From an optimization exercise on the open Yosys and OpenROAD flow, aimed at small area and few clock cycles; shortcuts taken in it are not production practice.
Only simulation tests tie the RTL to the original design; equivalence was not proved.
Power figures rest on the tool's default switching activity, not on a simulated workload.

==> design/flow/design.v <==
module c6502
(
    input               clock,
    input               ce,
    input               reset_n,
    output reg  [15:0]  address,
    input       [ 7:0]  in,
    output      [ 7:0]  out,
    output              we
);
localparam [3:0]
    F   = 4'd0,      
    FA  = 4'd1,      
    OP1 = 4'd2,      
    OP2 = 4'd3,      
    IP1 = 4'd4,      
    IP2 = 4'd5,      
    DAT = 4'd6,      
    BR  = 4'd7,      
    BRH = 4'd8,      
    PSH = 4'd9,      
    PUL = 4'd10,     
    JS1 = 4'd11,     
    JS2 = 4'd12,     
    PL  = 4'd13,     
    PH  = 4'd14;     
localparam [1:0] C0 = 2'd0, C1 = 2'd1, CC = 2'd2, CT_ = 2'd3;
reg [7:0] A, X, Y, S, IR, ABL, ABH, PCL, PCH;
reg       N, V, D, I, Z, C, CT;
reg [3:0] st;
wire isF = (st == F) | (st == FA);
wire [2:0] aaa = IR[7:5];
wire [2:0] bbb = IR[4:2];
wire [1:0] cc  = IR[1:0];
reg eLA, eLX, eLY, eLS, eLFF, ren, rinv, emp, ecen, egsel, eshl, eshr;
reg [1:0] ecin;
reg e_wA, e_wX, e_wY, e_wS, e_nz, e_wC, e_wV, e_bit, e_mem;
reg e_fC, e_fI, e_fD, e_fV;
always @* begin
    {eLA, eLX, eLY, eLS, eLFF} = 5'b0;
    ren = 1'bx; rinv = 1'bx; ecin = 2'bxx;
    emp = 1'bx; ecen = 1'bx; egsel = 1'bx; eshl = 1'b0; eshr = 1'b0;
    e_wA = 0; e_wX = 0; e_wY = 0; e_wS = 0; e_nz = 0; e_wC = 0; e_wV = 0;
    e_bit = 0; e_mem = 0; e_fC = 0; e_fI = 0; e_fD = 0; e_fV = 0;
    case (cc)
    2'b01: begin
        eLA = aaa != 3'd5;
        ren = aaa != 3'd4;
        rinv = aaa[2] & aaa[1];
        e_wA = aaa != 3'd4;
        e_nz = aaa != 3'd4;
        e_mem = aaa == 3'd4;
        case (aaa)
            3'd0: begin emp = 1; ecen = 0; egsel = 1; end                  
            3'd1: begin emp = 0; ecen = 0; egsel = 1; end                  
            3'd2: begin emp = 1; ecen = 0; egsel = 0; end                  
            3'd3: begin emp = 1; ecen = 1; egsel = 0; ecin = CC; e_wC = 1; e_wV = 1; end  
            3'd4, 3'd5: begin emp = 1; ecen = 0; end                       
            3'd6: begin emp = 1; ecen = 1; egsel = 0; ecin = C1; e_wC = 1; end
            default: begin emp = 1; ecen = 1; egsel = 0; ecin = CC; e_wC = 1; e_wV = 1; end  
        endcase
    end
    2'b10: case (aaa)
        3'd0, 3'd1, 3'd2, 3'd3: begin                                      
            eshl = ~aaa[1]; eshr = aaa[1]; e_nz = 1; e_wC = 1;
            rinv = 0;
            if (bbb == 3'b010) begin eLA = 1; ren = 0; e_wA = 1; end
            else begin ren = 1; e_mem = 1; end
        end
        3'd4: begin                                                        
            eLX = 1; ren = 0; rinv = 0; emp = 1; ecen = 0;
            if (bbb == 3'b010) begin e_wA = 1; e_nz = 1; end
            else if (bbb == 3'b110) e_wS = 1;
            else e_mem = 1;
        end
        3'd5: begin                                                        
            e_nz = 1; e_wX = 1; rinv = 0; emp = 1; ecen = 0;
            if (bbb == 3'b010) begin eLA = 1; ren = 0; end
            else if (bbb == 3'b110) begin eLS = 1; ren = 0; end
            else ren = 1;
        end
        3'd6: begin                                                        
            emp = 1; ecen = 1; egsel = 0; ecin = C0; e_nz = 1;
            if (bbb == 3'b010) begin eLX = 1; ren = 0; rinv = 1; e_wX = 1; end
            else begin eLFF = 1; ren = 1; rinv = 0; e_mem = 1; end
        end
        default: begin                                                     
            if (bbb != 3'b010) begin
                ren = 1; rinv = 0; ecin = C1; emp = 1; ecen = 1; egsel = 0; e_nz = 1; e_mem = 1;
            end
        end
    endcase
    default: begin  
        if (bbb == 3'b110) case (aaa)
            3'd0, 3'd1: e_fC = 1;                                          
            3'd2, 3'd3: e_fI = 1;                                          
            3'd4: begin eLY = 1; ren = 0; rinv = 0; emp = 1; ecen = 0; e_wA = 1; e_nz = 1; end  
            3'd5: e_fV = 1;                                                
            default: e_fD = 1;                                             
        endcase
        else if (bbb == 3'b010) begin                                      
            ren = 0; emp = 1; e_nz = 1;
            case (aaa[1:0])
                2'd0: begin eLY = 1; rinv = 1; ecin = C0; ecen = 1; egsel = 0; e_wY = 1; end
                2'd1: begin eLA = 1; rinv = 0; ecen = 0; e_wY = 1; end
                2'd2: begin eLY = 1; rinv = 0; ecin = C1; ecen = 1; egsel = 0; e_wY = 1; end
                default: begin eLX = 1; rinv = 0; ecin = C1; ecen = 1; egsel = 0; e_wX = 1; end
            endcase
        end
        else case (aaa)
            3'd4: begin eLY = 1; ren = 0; rinv = 0; emp = 1; ecen = 0; e_mem = 1; end      
            3'd5: begin ren = 1; rinv = 0; emp = 1; ecen = 0; e_wY = 1; e_nz = 1; end     
            3'd6: begin eLY = 1; ren = 1; rinv = 1; ecin = C1; emp = 1; ecen = 1; egsel = 0; e_nz = 1; e_wC = 1; end  
            3'd7: begin eLX = 1; ren = 1; rinv = 1; ecin = C1; emp = 1; ecen = 1; egsel = 0; e_nz = 1; e_wC = 1; end  
            default: begin eLA = 1; ren = 1; rinv = 0; emp = 0; ecen = 0; egsel = 1; e_bit = 1; end  
        endcase
    end
    endcase
end
wire d_impl = (cc == 2'b00) ? ((bbb == 3'b110) | (bbb == 3'b010 & aaa[2]))
                            : (~cc[0] & ((bbb == 3'b010) | (bbb == 3'b110)));
wire d_imm  = (cc == 2'b01) ? (bbb == 3'b010) : (bbb == 3'b000 & aaa[2]);
wire m_zp   = IR[3:2] == 2'b01;                                
wire m_ind  = cc == 2'b01 & IR[3:2] == 2'b00;                  
wire m_jsr  = IR == 8'h20;
wire m_jmp  = IR[7:6] == 2'b01 & IR[4:0] == 5'b01100;          
wire useY   = (cc == 2'b01) ? (bbb == 3'b110) : (cc[1] & aaa[2:1] == 2'b10 & bbb[2]);
wire useX   = (cc == 2'b01) ? (bbb == 3'b000 | bbb == 3'b101 | bbb == 3'b111) : (bbb[2] & ~useY);
wire i_impl = (in[1:0] == 2'b00) ? ((in[4:2] == 3'b110) | (in[4:2] == 3'b010 & in[7]))
                                 : (~in[0] & ((in[4:2] == 3'b010) | (in[4:2] == 3'b110)));
wire i_bra  = in[4:0] == 5'b10000;
wire i_psh  = {in[7], in[5:0]} == 7'b0_001000;
wire i_pul  = {in[7], in[5:0]} == 7'b0_101000;
wire i_rts  = in == 8'h60;
reg sLA, sLX, sLY, sLS, sLP, sLPL, sLPH, sLFF;
reg sren, srinv, mp, cen, gsel, shl, shr;
reg [1:0] csel;
reg [3:0] nst;
reg wA, wX, wY, wSr, sinc, sdec, wnz, wC, wV, bitop, plp, wm;
reg fC, fI, fD, fV;
reg pcinc, skip, wPCL, wPCH, wABL, ablinc, ablh, wABH, zpf;
reg [1:0] asel;  
reg ex;          
reg taken;
always @* begin
    {sLA, sLX, sLY, sLS, sLP, sLPL, sLPH, sLFF} = 8'b0;
    sren = 1; srinv = 0; csel = C0; mp = 1; cen = 1; gsel = 0; shl = 0; shr = 0;
    nst = F; ex = 0;
    sinc = 0; sdec = 0; plp = 0; wm = 0; wA = 0; wnz = 0;
    pcinc = 0; skip = 0; wPCL = 0; wPCH = 0; wABL = 0; ablinc = 0; ablh = 0; wABH = 0;
    zpf = 0; asel = 2'd0;
    case (st)
    F, FA: begin
        asel = {1'b0, st == FA};
        pcinc = 1;
        ex = d_impl;
        skip = i_bra & ~taken;
        sinc = i_pul | i_rts;
        nst = i_impl | (i_bra & ~taken) ? F :
              i_bra ? BR : i_psh ? PSH : i_pul ? PUL : i_rts ? PL : OP1;
    end
    OP1: begin
        pcinc = 1;
        if (d_imm) ex = 1;
        else begin
            sLX = useX; sLY = useY; wABL = 1;
            nst = m_jsr ? JS1 : m_ind ? IP1 : m_zp ? DAT : OP2;
        end
    end
    OP2: begin
        pcinc = 1; csel = CT_; wABH = 1;
        nst = m_jsr | (m_jmp & ~IR[5]) ? FA : m_jmp ? PL : DAT;
    end
    IP1: begin
        asel = 2'd1; zpf = 1;
        sLY = IR[4]; wABH = 1;
        wABL = 1; ablinc = 1;
        nst = IP2;
    end
    IP2: begin
        asel = 2'd1; zpf = 1;
        csel = CT_; wABH = 1;
        wABL = 1; ablh = 1;
        nst = DAT;
    end
    DAT: begin
        asel = 2'd1; zpf = m_zp;
        ex = 1;
    end
    BR: begin
        sLPL = 1; csel = C1; wPCL = 1;
        nst = (CTn ^ in[7]) ? BRH : F;
    end
    BRH: begin
        sLPH = 1; sren = 0; srinv = ~CT; csel = CT_; wPCH = 1;
    end
    PSH: begin
        asel = 2'd2; sLA = IR[6]; sLP = ~IR[6]; sren = 0; wm = 1; sdec = 1;
    end
    PUL: begin
        asel = 2'd2;
        if (IR[6]) begin wA = 1; wnz = 1; end else plp = 1;
    end
    JS1: begin
        asel = 2'd2; sLPH = 1; sren = 0; wm = 1; sdec = 1;
        nst = JS2;
    end
    JS2: begin
        asel = 2'd2; sLPL = 1; sren = 0; wm = 1; sdec = 1;
        nst = OP2;
    end
    PL: begin
        asel = IR[3] ? 2'd1 : 2'd2; csel = IR[3] ? C0 : C1; wPCL = 1;
        wABL = 1; ablinc = 1; sinc = ~IR[3];
        nst = PH;
    end
    PH: begin
        asel = IR[3] ? 2'd1 : 2'd2; csel = CT_; wPCH = 1;
    end
    default: ;
    endcase
end
wire uLA  = ex ? eLA  : sLA;
wire uLX  = ex ? eLX  : sLX;
wire uLY  = ex ? eLY  : sLY;
wire uLS  = ex & eLS;
wire uLFF = ex & eLFF;
wire uren  = ex ? ren  : sren;
wire urinv = ex ? rinv : srinv;
wire [1:0] ucin = ex ? ecin : csel;
wire ump   = ex ? emp   : mp;
wire ucen  = ex ? ecen  : cen;
wire ugsel = ex ? egsel : gsel;
wire ushl  = ex & eshl;
wire ushr  = ex & eshr;
wire xA  = ex & e_wA | wA;
wire xX  = ex & e_wX;
wire xY  = ex & e_wY;
wire xS  = ex & e_wS;
wire xnz = ex & e_nz | wnz;
wire xC  = ex & e_wC;
wire xV  = ex & e_wV;
wire xbit = ex & e_bit;
wire xfC = ex & e_fC;
wire xfI = ex & e_fI;
wire xfD = ex & e_fD;
wire xfV = ex & e_fV;
assign we = ex & e_mem | wm;
always @* case (asel)
    2'd1:    address = {ABH & {8{~zpf}}, ABL};
    2'd2:    address = {8'h01, S};
    default: address = {PCH, PCL};
endcase
wire [15:0] ic;
assign ic[0] = ~skip;
assign ic[1] = skip | address[0];
genvar gi;
generate for (gi = 2; gi < 16; gi = gi + 1) begin : icg
    assign ic[gi] = ic[gi-1] & address[gi-1];
end endgenerate
wire [15:0] inc = address ^ ic;
wire [7:0] L = ({8{uLA}}  & A)   | ({8{uLX}}  & X)   | ({8{uLY}} & Y) |
               ({8{uLS}}  & S)   | ({8{sLP}}  & {N, V, 2'b11, D, I, Z, C}) |
               ({8{sLPL}} & PCL) | ({8{sLPH}} & PCH) | {8{uLFF}};
wire [7:0] R = (in & {8{uren}}) ^ {8{urinv}};
reg cin;
always @* case (ucin)
    C0: cin = 1'b0;
    C1: cin = 1'b1;
    CC: cin = C;
    default: cin = CT;
endcase
wire [7:0] p = L ^ R;
wire [7:0] g = L & R;
wire [8:0] c;
assign c[0] = cin;
generate for (gi = 0; gi < 8; gi = gi + 1) begin : acg
    assign c[gi+1] = g[gi] | (p[gi] & c[gi]);
end endgenerate
wire CTn = c[8];
wire sin = IR[5] & C;            
wire [7:0] core = ((p & {8{ump}}) ^ (c[7:0] & {8{ucen}})) | (g & {8{ugsel}});
wire [7:0] res = ushl ? {p[6:0], sin} : ushr ? {sin, p[7:1]} : core;
wire zres = res == 8'h00;
assign out = res;
wire Nn = plp ? res[7] : xbit ? in[7] : xnz ? res[7] : N;
wire Zn = plp ? res[1] : (xbit | xnz) ? zres : Z;
wire Cn = plp ? res[0] : xC ? (ushl ? p[7] : ushr ? p[0] : c[8]) : xfC ? IR[5] : C;
wire Vn = plp ? res[6] : xbit ? in[6] : xV ? c[8] ^ c[7] : ~xfV & V;
wire Dn = plp ? res[3] : xfD ? IR[5] : D;
wire In = plp ? res[2] : xfI ? IR[5] : I;
always @* case (in[7:6])
    2'b00:   taken = Nn == in[5];
    2'b01:   taken = Vn == in[5];
    2'b10:   taken = Cn == in[5];
    default: taken = Zn == in[5];
endcase
always @(posedge clock)
if (!reset_n) begin
    st  <= F;
    IR  <= 8'hEA;                
    PCL <= 8'h00; PCH <= 8'h00;
    A   <= 8'h80; X <= 8'hFE; Y <= 8'hDA; S <= 8'h00;
    N <= 0; V <= 1; D <= 0; I <= 0; Z <= 0; C <= 1;
end else if (ce) begin
    st <= nst;
    CT <= CTn;
    if (isF) IR <= in;
    if (xA) A <= res;
    if (xX) X <= res;
    if (xY) Y <= res;
    if (xS | sinc | sdec) S <= (xS ? res : S) + {{7{sdec}}, sinc | sdec};
    if (pcinc) begin PCL <= inc[7:0]; PCH <= inc[15:8]; end
    if (wPCL) PCL <= res;
    if (wPCH) PCH <= res;
    if (wABL) ABL <= ablinc ? inc[7:0] : ablh ? ABH : res;
    if (wABH) ABH <= res;
    N <= Nn; Z <= Zn; C <= Cn; V <= Vn; D <= Dn; I <= In;
end
endmodule
==> design/flow/flow/run.sh <==
#!/bin/bash
# Standard layout, except that the combinational part of the standard
# synthesis netlist is mapped again for area (flip-flops untouched), and the
# port buffers use the smallest buffer cell.
set -euo pipefail
RES=orfs/results/sky130hd/c6502/base
PORTBUF="BUFFER_PORTS_ARGS=-buffer_cell sky130_fd_sc_hd__buf_1"
bash standard.sh synth > synth.log 2>&1
cp $RES/1_2_yosys.v $RES/1_2_yosys_standard.v
bash flow/remap.sh $RES/1_2_yosys_standard.v $RES/1_2_yosys.v "$PWD/flow/area.abc" remap.log
rm -f $RES/1_synth.odb $RES/1_synth.sdc
bash standard.sh "$PORTBUF" finish > layout.log 2>&1
==> design/flow/flow/area.abc <==
strash
dch -f
amap
strash
dch -f
amap -m
topo
dnsize
==> design/flow/flow/dont_use.txt <==
-dont_use sky130_fd_sc_hd__lpflow_bleeder_1 -dont_use sky130_fd_sc_hd__lpflow_clkbufkapwr_1 -dont_use sky130_fd_sc_hd__lpflow_clkbufkapwr_16 -dont_use sky130_fd_sc_hd__lpflow_clkbufkapwr_2 -dont_use sky130_fd_sc_hd__lpflow_clkbufkapwr_4 -dont_use sky130_fd_sc_hd__lpflow_clkbufkapwr_8 -dont_use sky130_fd_sc_hd__lpflow_clkinvkapwr_1 -dont_use sky130_fd_sc_hd__lpflow_clkinvkapwr_16 -dont_use sky130_fd_sc_hd__lpflow_clkinvkapwr_2 -dont_use sky130_fd_sc_hd__lpflow_clkinvkapwr_4 -dont_use sky130_fd_sc_hd__lpflow_clkinvkapwr_8 -dont_use sky130_fd_sc_hd__lpflow_decapkapwr_12 -dont_use sky130_fd_sc_hd__lpflow_decapkapwr_3 -dont_use sky130_fd_sc_hd__lpflow_decapkapwr_4 -dont_use sky130_fd_sc_hd__lpflow_decapkapwr_6 -dont_use sky130_fd_sc_hd__lpflow_decapkapwr_8 -dont_use sky130_fd_sc_hd__lpflow_inputiso0n_1 -dont_use sky130_fd_sc_hd__lpflow_inputiso0p_1 -dont_use sky130_fd_sc_hd__lpflow_inputiso1n_1 -dont_use sky130_fd_sc_hd__lpflow_inputiso1p_1 -dont_use sky130_fd_sc_hd__lpflow_inputisolatch_1 -dont_use sky130_fd_sc_hd__lpflow_isobufsrc_1 -dont_use sky130_fd_sc_hd__lpflow_isobufsrc_16 -dont_use sky130_fd_sc_hd__lpflow_isobufsrc_2 -dont_use sky130_fd_sc_hd__lpflow_isobufsrc_4 -dont_use sky130_fd_sc_hd__lpflow_isobufsrc_8 -dont_use sky130_fd_sc_hd__lpflow_isobufsrckapwr_16 -dont_use sky130_fd_sc_hd__lpflow_lsbuf_lh_hl_isowell_tap_1 -dont_use sky130_fd_sc_hd__lpflow_lsbuf_lh_hl_isowell_tap_2 -dont_use sky130_fd_sc_hd__lpflow_lsbuf_lh_hl_isowell_tap_4 -dont_use sky130_fd_sc_hd__lpflow_lsbuf_lh_isowell_4 -dont_use sky130_fd_sc_hd__lpflow_lsbuf_lh_isowell_tap_1 -dont_use sky130_fd_sc_hd__lpflow_lsbuf_lh_isowell_tap_2 -dont_use sky130_fd_sc_hd__lpflow_lsbuf_lh_isowell_tap_4 -dont_use sky130_fd_sc_hd__probe_p_8 -dont_use sky130_fd_sc_hd__probec_p_8 
==> design/flow/flow/remap.sh <==
#!/bin/bash
# remap.sh IN_V OUT_V ABC_SCRIPT LOG
# Maps the combinational logic of the standard synthesis netlist again, with an
# area-oriented ABC script. Flip-flop instances (names, cell types and
# connections) are kept exactly as the standard synthesis made them.
set -euo pipefail
IN=$1; OUT=$2; SCR=$3; LOG=$4
HERE=$(cd "$(dirname "$0")" && pwd)
LIB=$FLOW_HOME/platforms/sky130hd/lib/sky130_fd_sc_hd__tt_025C_1v80.lib
DU=$(cat "$HERE/dont_use.txt")
SEQ=$(grep -oE "sky130_fd_sc_hd__(e?df|sdf|dl)[a-z0-9_]+" "$IN" | sort -u | tr '\n' ' ')
YS=$PWD/remap.ys
cat > "$YS" <<EOY
read_liberty -ignore_miss_func $LIB
read_verilog $IN
hierarchy -top c6502
setattr -mod -set keep_hierarchy 1 $SEQ
flatten
blackbox $SEQ
opt_clean -purge
abc -liberty $LIB $DU -D 10000 -script $SCR
opt_clean -purge
hilomap -singleton -hicell sky130_fd_sc_hd__conb_1 HI -locell sky130_fd_sc_hd__conb_1 LO
insbuf -buf sky130_fd_sc_hd__buf_4 A X
splitnets
opt_clean -purge
select -module c6502
stat -liberty $LIB
select -clear
write_verilog -noattr -nohex -nodec -selected $OUT.tmp
EOY
yosys -s "$YS" > "$LOG" 2>&1
# keep only the top module
awk '/^module c6502/{p=1} p{print} /^endmodule/{if(p) exit}' "$OUT.tmp" > "$OUT"
rm -f "$OUT.tmp"
==> design/flow/standard.sh <==
#!/bin/bash
# synth_recipe.tcl (not shown) runs the flow's synth.tcl, then flattens the netlist and writes it again
# the make line also repeats each setting of config.mk as NAME=value (left out here)
make -C /OpenROAD-flow-scripts/flow DESIGN_CONFIG=/design/flow/config.mk WORK_HOME=/design/flow/orfs CLKGATE_MAP_FILE= SYNTH_SCRIPT=/design/flow/synth_recipe.tcl "${@:-finish}"
==> design/flow/config.mk <==
export PLATFORM = sky130hd
export DESIGN_NAME = c6502
export DESIGN_NICKNAME = c6502
export VERILOG_FILES = /design/flow/design.v
export SDC_FILE = /design/flow/constraint.sdc
export NUM_CORES = 4
export LEC_CHECK = 0
export CAP_MARGIN = 20
export CORE_MARGIN = 2
export CORE_UTILIZATION = 40
export SLEW_MARGIN = 20
==> design/flow/constraint.sdc <==
create_clock -name core_clock -period 10.0 [get_ports {clock}]
set_input_delay 2.0000 -clock core_clock [delete_from_list [all_inputs] [get_ports {clock}]]
set_output_delay 2.0000 -clock core_clock [all_outputs]
set_load 0.01 [all_outputs]
==> metrics.cfg, run 1 <==
[run_status]
status=complete, no violations

[grt]
grtUsageTotal_pct=31.5
grt_pass1_vias=6840
grt_overflow=0
grt_max_degree=46
grt_pass1_wl_mm=39.7
grt_antenna_before_repair=0

[worst_setup_path]
worstPathMaxFanout=10
cp_common_cell=nor2_1
critPathMaxStageDelay_ns=0.66
reg2reg_depth=49
crit_type=reg -> reg
startpoint_type=register
cp.arrival_ns=9.29
end_kind=register
crit_slowest_cell=dfxtp_1
worstPathRequired_ns=10.29

[floorplan]
ios=36
die_w_um=128
core_um2=15100
dieArea_um2=16300
fp-row-count=45
die_height_um=128
start_util_pct=40.6

[sta]
period_share_pct=90.0
finalMaxSlewViolations=0
whs_ns=0.469
rsz0062_at_grt=false
maxSlewHeadroom_pct=36.6
hold_violations=0
tightestPinTransition_ns=0.951
setup_tns_ns=0
period_minus_slack_ns=9.00
clock_skew_ns=0.00735
max_clock_freq_mhz=111
setup_violations=0

[clock_tree]
clock_path_buffers=2
cts_tree=yes
clkTransAtPathRegs_ns=0.06
cts_sinks=83
numCtsBuffers=9
cts-root-buf=clkbuf_16
cts_max_level=3
clk_latency_ns=0.35
post_cts_buffers=0

[drt]
wl_per_cell_um=21.3
antenna_left=0
first_pass_iters=5
viasPerCell=6.31
drtIter0Drc=1013
vias=7598
drcViolationCount=0
drt_wl_total_mm=25.7

[hold_path]
holdPathStages=2
hp-class=reg -> reg

[yosys]
netlist_instances=923
avgSynthCellArea_um2=6.63
synth_warnings=1
netlist_area_um2=6120
syn-num-nets=934

[final_layout]
utilization_pct=47.2
antennaDiodeCount=0
final_common_cell=nor2_1
nets=1022
final_cell_mix=nor2_1, clkinv_1, a21oi_1, o21ai_0, dfxtp_1
synthToLayoutAreaGrowth_pct=16.4
drive_gt1_share_pct=6.40

[placed_design]
gp_congestion=1.07
port_buffers=35
dp_hpwl_mm=19.5

[pwr]
vdd_drop_max_mv=0.169
power.leakage_nw=2.32
p_per_area_nw_per_um2=223

[flow_run]
cap_viol_max_count=0

[what timing repair did]
| action | 4_1_cts | 5_1_grt |
|---|---|---|
| endpoints found under the setup margin | 0 | 7 |
| resized for setup | 0 | 8 |
| hold buffers | 0 | 0 |
[layout make-up]
type,instances,area (µm²)
fill,1558,7960
timing repair buffer,77,447
multi-input combinational,704,3820
tap,188,235
clock buffer,13,262
inverter,136,514
clock inverter,3,20.0
sequential,83,1830
[per-layer routing]
layer / track usage, % / wire, µm / vias up / share of wire, %
met2: 48.0 / 11100 / 436 / 43
li1: - / - / 3598 / -
met3: 6.47 / 2270 / 76 / 8.8
met4: 13.3 / 1030 / 0 / 4.0
met1: 43.2 / 11300 / 3488 / 44
met5: 0 / 0 / - / 0
[state kept, by name, indices dropped and copies added (netlist names), 4 cells and up]
| signal | flops |
|---|---|
| st | 4 |
| A | 8 |
| S | 8 |
| IR | 8 |
| ABH | 8 |
| X | 8 |
| PCH | 8 |
| PCL | 8 |
| Y | 8 |
| ABL | 8 |
[power breakdown]
group / switching (mW) / total [mW] / leakage (nW) / internal [mW]
Combinational: 0.602 / 0.852 / 1.49 / 0.250
Sequential: 0.0204 / 0.406 / 0.691 / 0.385
Clock: 0.147 / 0.332 / 0.139 / 0.184
Total: 0.770 / 1.59 / 2.32 / 0.819
[stage by stage]
| stage | worst slack (ns) | cells | area, µm² | power [mW] |
|---|---|---|---|---|
| floorplan | 0.565 | 923 | 6120 | 0.893 |
| global placement | 1.01 | 1188 | 6820 | 1.24 |
| detailed placement | 0.688 | 1188 | 6820 | 1.23 |
| CTS | 0.633 | 1204 | 7100 | 1.56 |
| global route | 0.0512 | 1204 | 7130 | 1.67 |
| finish | 1.00 | 1204 | 7130 | 1.59 |
[worst max-delay path: cells and delay by family, from the launching register on]
kind | cells | cell delay [ns]
compound gates | 14 | 2.62
buf+inv | 8 | 1.55
flops | 1 | 0.66
simple gates | 27 | 4.07
[worst paths after layout]
check | startpoint | endpoint | slack (ns)
max | IR[5] | PCH[7] | 1.00
min | A[1] | A[1] | 0.47
max reg2reg | IR[5] | PCH[7] | 1.00
min reg2reg | A[1] | A[1] | 0.47
Testbench counts, summed over its fixed seeds: cycles 84,884.
==> run 2, diff against run 1 <==
--- a/design/flow/config.mk
+++ b/design/flow/config.mk
@@ -5,7 +5,9 @@
 export SDC_FILE = /design/flow/constraint.sdc
 export NUM_CORES = 4
 export LEC_CHECK = 0
+export ABC_AREA = 1
 export CAP_MARGIN = 20
 export CORE_MARGIN = 2
 export CORE_UTILIZATION = 40
+export GPL_TIMING_DRIVEN = 0
 export SLEW_MARGIN = 20
==> run 2 against run 1 <==
  * First-iteration DRC count fell by 14%
  * Wire length fell by 9.4%
  * Synthesized area fell by 5.0%
  * Global-route usage fell by 2.0 points
  * Highest routed layer unchanged
  * Sequential power fell by 1%
  * Final cell count fell by 6.0%
  * Register-to-register slack got worse by 0.19 ns
  * Clock power rose by 4%
  * Critical path depth rose by 15
  * Sequential share of layout area rose by 1.0 points
==> metrics.cfg, run 2 <==
[yosys]
syn-num-nets=889
avgSynthCellArea_um2=6.63
netlist_instances=878
netlist_area_um2=5820
synth_warnings=1

[final_layout]
fill_cells=1549
synthToLayoutAreaGrowth_pct=18.2
drive_gt1_share_pct=9.28
antennaDiodeCount=0
nets=954
final_common_cell=nor2_1
design_area_um2=6870
final_cell_mix=nor2_1, o21ai_0, clkinv_1, dfxtp_1, a21oi_1

[drt]
drt_wl_total_mm=23.2
drtIter0Drc=868
vias=7058
wl_per_cell_um=20.5
drcViolationCount=0
viasPerCell=6.23
antenna_left=0
first_pass_iters=6

[worst_setup_path]
critPathMaxStageDelay_ns=0.37
startpoint=IR[3]
worstPathRequired_ns=10.23
cp-endpoint=PCH[6]
startpoint_type=register
worstPathMaxFanout=10
crit_slowest_cell=dfxtp_2
cp.arrival_ns=9.42
cp_common_cell=nor2_1
r2r_slack_ns=0.81
worstReg2RegEnd=PCH[6]
path_buf_inv=9
crit_type=reg -> reg
critical-path-top-delay-family=simple AND/OR/NAND/NOR gates
worst-path-stages=64
reg2reg_from=IR[3]
reg2reg_depth=64
end_kind=register

[clock_tree]
cts_max_level=3
ctsHoldBuffers=0
clock_path_buffers=2
cts_sinks=83
clkTransAtPathRegs_ns=0.07
clk_latency_ns=0.36
numCtsBuffers=9
cts_tree=yes
cts-root-buf=clkbuf_16

[run_status]
status=complete, no violations

[grt]
grt_pass1_vias=6319
grt_max_degree=38
grtUsageTotal_pct=29.5
grt_pass1_wl_mm=36.1
grt_overflow=0
grt_antenna_before_repair=0

[pwr]
power.leakage_nw=2.26
vdd_drop_max_mv=0.118
finalPower_mw=1.40
p_per_area_nw_per_um2=203

[sta]
clock_skew_ns=0.00930
tightestPinTransition_ns=1.11
setup_tns_ns=0
hold_violations=0
max_clock_freq_mhz=109
period_minus_slack_ns=9.19
maxSlewHeadroom_pct=25.2
finalMaxSlewViolations=0
setup_ws_ns=0.812
setup_violations=0
period_share_pct=91.9
whs_ns=0.482

[placed_design]
port_buffers=35
pre_cts_ws_ns=-2.13
dp_hpwl_mm=17.3
dpl_cell_area_um2=6300
gp_congestion=0.952

[floorplan]
dieArea_um2=15500
core_um2=14400
fp-row-count=44
die_w_um=125
ios=36
start_util_pct=40.5
die_height_um=125

[hold_path]
hp-class=reg -> reg
holdPathStages=2

[flow_run]
cap_viol_max_count=0

run 2: where the power goes:
part	total [mW]	switching [mW]	internal (mW)
clock	0.345	0.151	0.195
combinational	0.652	0.459	0.193
sequential	0.400	0.0192	0.381
run 2: layout make-up:
cell class | instances | area [µm²] | share of cell area, %
Multi-Input combinational cell | 670 | 3730 | 54.3
Sequential cell | 83 | 1840 | 26.7
Inverter | 124 | 492 | 7.15
Buffer | 1 | 10.0 | 0.146
Timing Repair Buffer | 54 | 268 | 3.90
Clock buffer | 9 | 225 | 3.28
Clock inverter | 7 | 77.6 | 1.13
Tap cell | 184 | 230 | 3.35
run 2: stage by stage:
step,std cells,util (%)
final,1132,47.8
after global placement,1097,43.0
after global routing,1132,47.8
after detailed placement,1105,43.9
after floorplan,878,-
after CTS,1122,46.5
run 2: worst min path at each step:
stage	startpoint	to	slack, ns
floorplan	X[3]	X[3]	0.44
global placement	X[3]	X[3]	0.45
detailed placement	X[7]	X[7]	0.46
CTS	X[7]	X[7]	0.48
global route	A[7]	A[7]	0.52
finish	X[7]	X[7]	0.48
run 2: timing repair:
| action | 4_1_cts | 5_1_grt |
|---|---|---|
| pin swaps | 1 | 2 |
| setup endpoints to repair | 26 | 12 |
| gates resized for setup | 20 | 31 |
| buffers inserted | 1 | 9 |
run 2: routing by layer:
layer / vias up / share of wire, % / GRT usage, %
met5: - / 0 / 0
met4: 0 / 2.9 / 9.58
li1: 3337 / - / -
met3: 50 / 9.3 / 5.84
met1: 3300 / 44 / 41.8
met2: 371 / 44 / 45.0
run 2: worst register-to-register path, delay by kind of cell (launching register included):
family	cells	cell delay [ns]
and+or+nand+nor	37	4.60
DFF	1	0.37
buffers and inverters	9	1.18
AOI/OAI and AO/OA	18	2.92
==> run 3, diff against run 2 <==
--- a/design/flow/config.mk
+++ b/design/flow/config.mk
@@ -8,6 +8,6 @@
 export ABC_AREA = 1
 export CAP_MARGIN = 20
 export CORE_MARGIN = 2
-export CORE_UTILIZATION = 40
+export CORE_UTILIZATION = 60
 export GPL_TIMING_DRIVEN = 0
 export SLEW_MARGIN = 20
==> run 3 against run 2 <==
  * Critical path depth shrank 8
  * Setup slack got worse by 0.18 ns
  * Design area down 2.8%
  * Sequential power about the same
  * Die area fell by 32%
  * Register-to-register slack worse by 0.18 ns
  * Core utilization up 24 points
  * Synthesized area did not move
  * Maximum frequency is 1.9% lower
  * Critical endpoint unchanged
  * Highest routed layer unchanged
==> metrics.cfg, run 3 <==
[pwr]
p_per_area_nw_per_um2=194
finalPower_mw=1.29
vdd_drop_max_mv=0.169
power.leakage_nw=2.22

[drt]
wl_per_cell_um=20.6
vias=7352
antenna_left=0
drcViolationCount=0
drt_wl_total_mm=22.1
drtIter0Drc=1154
first_pass_iters=6
viasPerCell=6.85

[hold_path]
worstHoldEndpoint=PCL[1]
hp-start=PCL[1]
hp-class=reg -> reg
holdPathStages=2

[yosys]
netlist_instances=878
avgSynthCellArea_um2=6.63
syn-num-nets=889
synth_warnings=1
netlist_area_um2=5820

[grt]
grt_overflow=0
grt_pass1_wl_mm=33.0
grt_antenna_before_repair=0
grt_pass1_vias=6293
grtUsageTotal_pct=41.4
grt_max_degree=38

[clock_tree]
clock_path_buffers=2
numCtsBuffers=9
clk_latency_ns=0.37
cts_tree=yes
cts-root-buf=clkbuf_8
clkTransAtPathRegs_ns=0.10
ctsHoldBuffers=0
cts_sinks=83
cts_max_level=3

[sta]
period_share_pct=93.7
period_minus_slack_ns=9.37
setup_ws_ns=0.632
tightestPinTransition_ns=1.17
clock_skew_ns=0.0120
setup_violations=0
whs_ns=0.491
finalMaxSlewViolations=0
max_clock_freq_mhz=107
maxSlewHeadroom_pct=21.1
hold_violations=0

[worst_setup_path]
cp.arrival_ns=9.62
crit_type=reg -> reg
end_kind=register
startpoint_type=register
worstReg2RegEnd=PCH[6]
r2r_slack_ns=0.63
critPathMaxStageDelay_ns=0.62
worstPathMaxFanout=10
reg2reg_depth=56
crit_slowest_cell=a2111oi_0
reg2reg_from=IR[1]
cp_common_cell=nor2_1
critical-path-top-delay-family=simple AND/OR/NAND/NOR gates
worstPathRequired_ns=10.25
path_buf_inv=10

[placed_design]
dp_hpwl_mm=16.4
port_buffers=35
gp_congestion=1.07
pre_cts_ws_ns=-2.61
dp_cells=1047

[final_layout]
drive_gt1_share_pct=8.47
nets=950
final_cell_mix=nor2_1, o21ai_0, clkinv_1, dfxtp_1, a21oi_1
antennaDiodeCount=0
fill_cells=834
stdcell_count=1073
synthToLayoutAreaGrowth_pct=14.8
final_common_cell=nor2_1

[floorplan]
dieArea_um2=10500
fp-row-count=35
start_util_pct=62.4
ios=36
die_height_um=102
die_w_um=102
core_um2=9330

[run_status]
status=complete, no violations

[flow_run]
cap_viol_max_count=0

==> run 3: power breakdown <==
group / leakage [nW] / internal, mW / switching, mW
clock network: 0.0925 / 0.0947 / 0.143
registers: 0.693 / 0.380 / 0.0192
logic: 1.44 / 0.190 / 0.465
total: 2.22 / 0.665 / 0.627
==> run 3: metrics by stage <==
| step | setup TNS [ns] | cell area [µm²] | util [%] |
|---|---|---|---|
| finish | 0 | 6680 | 71.6 |
| global route | -0.0111 | 6680 | 71.6 |
| CTS | 0 | 6450 | 69.1 |
| detailed placement | -38.27 | 6200 | 66.5 |
| global placement | -47.43 | 6110 | 65.5 |
| floorplan | 0 | 5820 | - |
==> run 3: cell type report <==
type                            count  area [µm²]  share of cell area (%)
Multi-Input combinational cell    670        3730                    55.9
Sequential cell                    83        1830                    27.4
Inverter                          124         489                    7.33
Timing Repair Buffer               50         268                    4.01
Tap cell                          129         161                    2.42
Clock buffer                        9         124                    1.85
Clock inverter                      7        58.8                   0.881
Buffer                              1        10.0                   0.150
==> run 3: metal layers <==
metal / global-route usage, % / up-vias / wire (µm)
met2: 62.2 / 592 / 9520
li1: - / 3328 / -
met4: 17.3 / 0 / 937
met5: 0 / - / 0
met1: 57.9 / 3332 / 8610
met3: 8.48 / 100 / 3060
==> run 3: worst min-delay path: cells and delay by family, from the launching register on <==
family / cells / cell delay [ns]
AO/OA/AOI/OAI: 1 / 0.05
AND/OR/NAND/NOR: 1 / 0.06
flip-flops: 1 / 0.34
==> run 3: how the worst max path moves through the flow <==
stage           from     end  slack, ns  cells past startpoint
3_5_place_dp   IR[3]  PCH[6]      -2.61                     50
6_report       IR[1]  PCH[6]       0.63                     56
4_1_cts        IR[3]  PCH[6]       0.02                     60
2_1_floorplan  IR[3]  PCH[6]       0.83                     59
3_3_place_gp   IR[3]  PCH[6]      -2.79                     54
5_1_grt        IR[3]  PCH[6]      -0.01                     64
==> run 3: repair_timing <==
action,CTS,global route
setup endpoints to repair,33,11
buffers inserted,1,8
pin swaps,1,2
cloned,0,0
gates resized for setup,17,36
==> run 4, diff against run 3 <==
==> design/flow/run.sh (new file) <==
#!/bin/bash
# synth_recipe.tcl (not shown) runs the flow's synth.tcl, then flattens the netlist and writes it again
# the make line also repeats each setting of config.mk as NAME=value (left out here)
make -C /OpenROAD-flow-scripts/flow DESIGN_CONFIG=/design/flow/config.mk WORK_HOME=/design/flow/orfs CLKGATE_MAP_FILE= SYNTH_SCRIPT=/design/flow/synth_recipe.tcl finish
--- a/design/flow/config.mk
+++ b/design/flow/config.mk
@@ -8,6 +8,5 @@
 export ABC_AREA = 1
 export CAP_MARGIN = 20
 export CORE_MARGIN = 2
-export CORE_UTILIZATION = 60
-export GPL_TIMING_DRIVEN = 0
+export CORE_UTILIZATION = 40
 export SLEW_MARGIN = 20
removed: design/flow/flow/run.sh
removed: design/flow/flow/area.abc
removed: design/flow/flow/dont_use.txt
removed: design/flow/flow/remap.sh
removed: design/flow/standard.sh
==> run 4 against run 3 <==
  * Critical path type unchanged
  * Hold slack got worse by 0.024 ns
  * Clock skew fell by 0.0026 ns
  * Synthesized area rose by 17%
  * Still clean
  * Sequential share of layout area fell by 3.5 points
  * Wire length rose by 8.0%
  * Critical path depth fell by 5
==> metrics.cfg, run 4 <==
[sta]
maxSlewHeadroom_pct=32.2
period_minus_slack_ns=8.29
rsz0062_at_grt=false
hold_violations=0
whs_ns=0.467
tightestPinTransition_ns=1.02
setup_tns_ns=0
max_clock_freq_mhz=121
clock_skew_ns=0.00941
setup_violations=0
period_share_pct=82.9
finalMaxSlewViolations=0

[yosys]
synth_top_family_by_area=simple AND/OR/NAND/NOR gates
seq_area_frac_synth_pct=26.8
synth_mux_area_share_pct=0
synth_warnings=1
synth_simple_gate_area_share_pct=27.6
synth_common_cells=nand2_1, inv_1, o21ai_0, a21oi_1, nor2_1
synth_most_common_cell=nand2_1
synth_seq_cells=83
yosysTopAreaCell=dfxtp_1
netlist_instances=1052
yosys_most_used_dff=dfxtp_1
synth_compound_area_share_pct=24.3
synth_xor_area_share_pct=2.18
netlist_area_um2=6830
synth_top_area_share_pct=19.4
synth_edf_count=17
synthArstFlopShare_pct=0
yosys-top-cells-area=dfxtp_1, nand2_1, inv_1
avgSynthCellArea_um2=6.49
syn-num-nets=1099
synthAdderAreaFrac_pct=6.71
synth.distinct_cells=52

[flow_run]
cap_viol_max_count=0

[final_layout]
synthToLayoutAreaGrowth_pct=11.8
drive_gt1_share_pct=8.48
antennaDiodeCount=0
final_cell_mix=nand2_1, inv_1, o21ai_0, nor2_1, a21oi_1
final_common_cell=nand2_1
nets=1115

[floorplan]
start_util_pct=41.0
die_height_um=135
core_um2=16600
dieArea_um2=18100
ios=36
fp-row-count=47
die_w_um=135

[pwr]
p_per_area_nw_per_um2=196
seqPwrFrac_pct=26.6
vdd_drop_max_mv=0.111
power.leakage_nw=3.35
p_clk_share_pct=23.9
pwr-share-comb_pct=49.5
p_switching_mw=0.674
p_int_mw=0.825
power.switching_fraction_pct=45.0

[hold_path]
hp-class=reg -> reg

[worst_setup_path]
path_buf_inv=3
worstPathRequired_ns=10.29
cp_common_cell=ha_1
crit_type=reg -> reg
r2r_slack_ns=1.71
startpoint_type=register
crit_slowest_cell=o21ai_1
worstPathMaxFanout=8
critical-path-top-delay-family=adder cells
critPathMaxStageDelay_ns=0.73
end_kind=register
cp.arrival_ns=8.58

[run_status]
status=complete, no violations

[grt]
grt_pass1_wl_mm=37.6
grt_max_degree=37
grtUsageTotal_pct=27.0
grt_overflow=0
grt_antenna_before_repair=0
grt_pass1_vias=6715

[clock_tree]
clkTransAtPathRegs_ns=0.07
numCtsBuffers=9
ctsHoldBuffers=0
cts_max_level=3
clk_latency_ns=0.36
post_cts_buffers=0
cts_tree=yes
clock_path_buffers=2
cts-root-buf=clkbuf_16
ctsResizeCount=0
cts_sinks=83

[placed_design]
dp_hpwl_mm=18.2
port_buffers=35
gp_congestion=0.982

[drt]
first_pass_iters=5
drt_wl_total_mm=23.9
wl_per_cell_um=18.5
drtIter0Drc=597
drcViolationCount=0
viasPerCell=5.64
antenna_left=0
vias=7289

[run 4: cell types whose count changed in the layout (fill, tap and decap cells not counted), sizes merged, moves of 20 or more]
| cell | change |
|---|---|
| a211oi | -25 |
| a21oi | +28 |
| buf | -42 |
| clkdlybuf4s50 | +35 |
| clkinv | -113 |
| ha | +35 |
| inv | +165 |
| nand2 | +190 |
| nand3 | +46 |
| nor2 | -97 |
| o211ai | +25 |
| o21ai | -23 |
| o22ai | -20 |
[run 4: cells by family after synthesis]
group           after synthesis
compound gates              281
fa+ha+maj                    36
simple gates                427
xor+xnor                     17
buf+inv                     208
flops                        83
[run 4: per-stage QoR]
| step | std cells | utilization (%) | power [mW] | instance area [µm²] | setup slack, ns |
|---|---|---|---|---|---|
| floorplan | 1052 | - | 0.876 | 6830 | 2.88 |
| global route | 1293 | 45.9 | 1.59 | 7630 | 1.05 |
| CTS | 1293 | 45.8 | 1.49 | 7620 | 1.83 |
| finish | 1293 | 45.9 | 1.50 | 7630 | 1.71 |
| detailed placement | 1277 | 43.9 | 1.13 | 7310 | 1.73 |
| global placement | 1277 | 43.9 | 1.13 | 7310 | 1.90 |
[run 4: final timing paths]
check | start | endpoint | cells past startpoint
min reg2reg | Y[2] | Y[2] | 2
max reg2reg | IR[3] | PCH[7] | 51
min | Y[2] | Y[2] | 2
max | IR[3] | PCH[7] | 51
[run 4: cell type report]
cell class | count | area, µm²
clock buffer | 10 | 239
fill | 1771 | 9010
multi-input combinational | 761 | 4170
clock inverter | 6 | 72.6
inverter | 172 | 648
sequential | 83 | 1830
timing repair buffer | 41 | 395
tap | 220 | 275
[run 4: metal layers]
layer	track usage (%)	up-vias	wire [µm]
met2	43.5	318	11000
met1	36.9	3384	10500
met5	0	-	0
met3	3.49	55	1590
met4	9.82	0	812
li1	-	3532	-
[run 4: power by group through the flow]
stage	combinational [mW]	clock, mW	sequential (mW)
6_report	0.742	0.358	0.399
3_5_place_dp	0.728	0	0.407
5_1_grt	0.812	0.374	0.402
3_3_place_gp	0.727	0	0.407
2_1_floorplan	0.478	0	0.398
4_1_cts	0.732	0.361	0.399
[run 4: tightest hold or removal path, delay by kind of cell (launching register included)]
family | cells | cell delay [ns]
AO/OA/AOI/OAI | 1 | 0.06
buffers and inverters | 1 | 0.06
flip-flops | 1 | 0.30

## re-timing with driven ports
No port has a modelled driver above. Below, the same layouts with a new extraction and two added sets of constraints.
Step 1 (the two cells are an assumption about what drives the block):
set clk [get_ports {clock}]
set_driving_cell -lib_cell sky130_fd_sc_hd__clkbuf_16 $clk
set_driving_cell -lib_cell sky130_fd_sc_hd__buf_2 [delete_from_list [all_inputs] $clk]
Step 2 adds t to the input delays and takes it off the output delays; t is the mean of the earliest and latest rising clock arrival at the registers after step 1. Input paths then give back, and output paths get back, about the clock's delay inside the block.
Slacks: no drivers / after step 1 / after step 2; pairs: no drivers / after step 1.
run	t (ns)	setup WS [ns]	hold slack, ns	pins driven straight from the clock port
run 1	0.392	1.004 / 1.004 / 0.972	0.469 / 0.469 / 0.469	1
run 2	0.397	0.812 / 0.812 / 0.779	0.482 / 0.482 / 0.482	1
run 3	0.400	0.632 / 0.632 / 0.632	0.491 / 0.491 / 0.491	1
run 4	0.396	1.708 / 1.708 / 1.647	0.467 / 0.467 / 0.467	1
After both steps setup and hold are still met in every run listed. The setup slack of run 4, which loses most, moves by 0.000 ns with the drivers and by -0.061 ns with both steps.
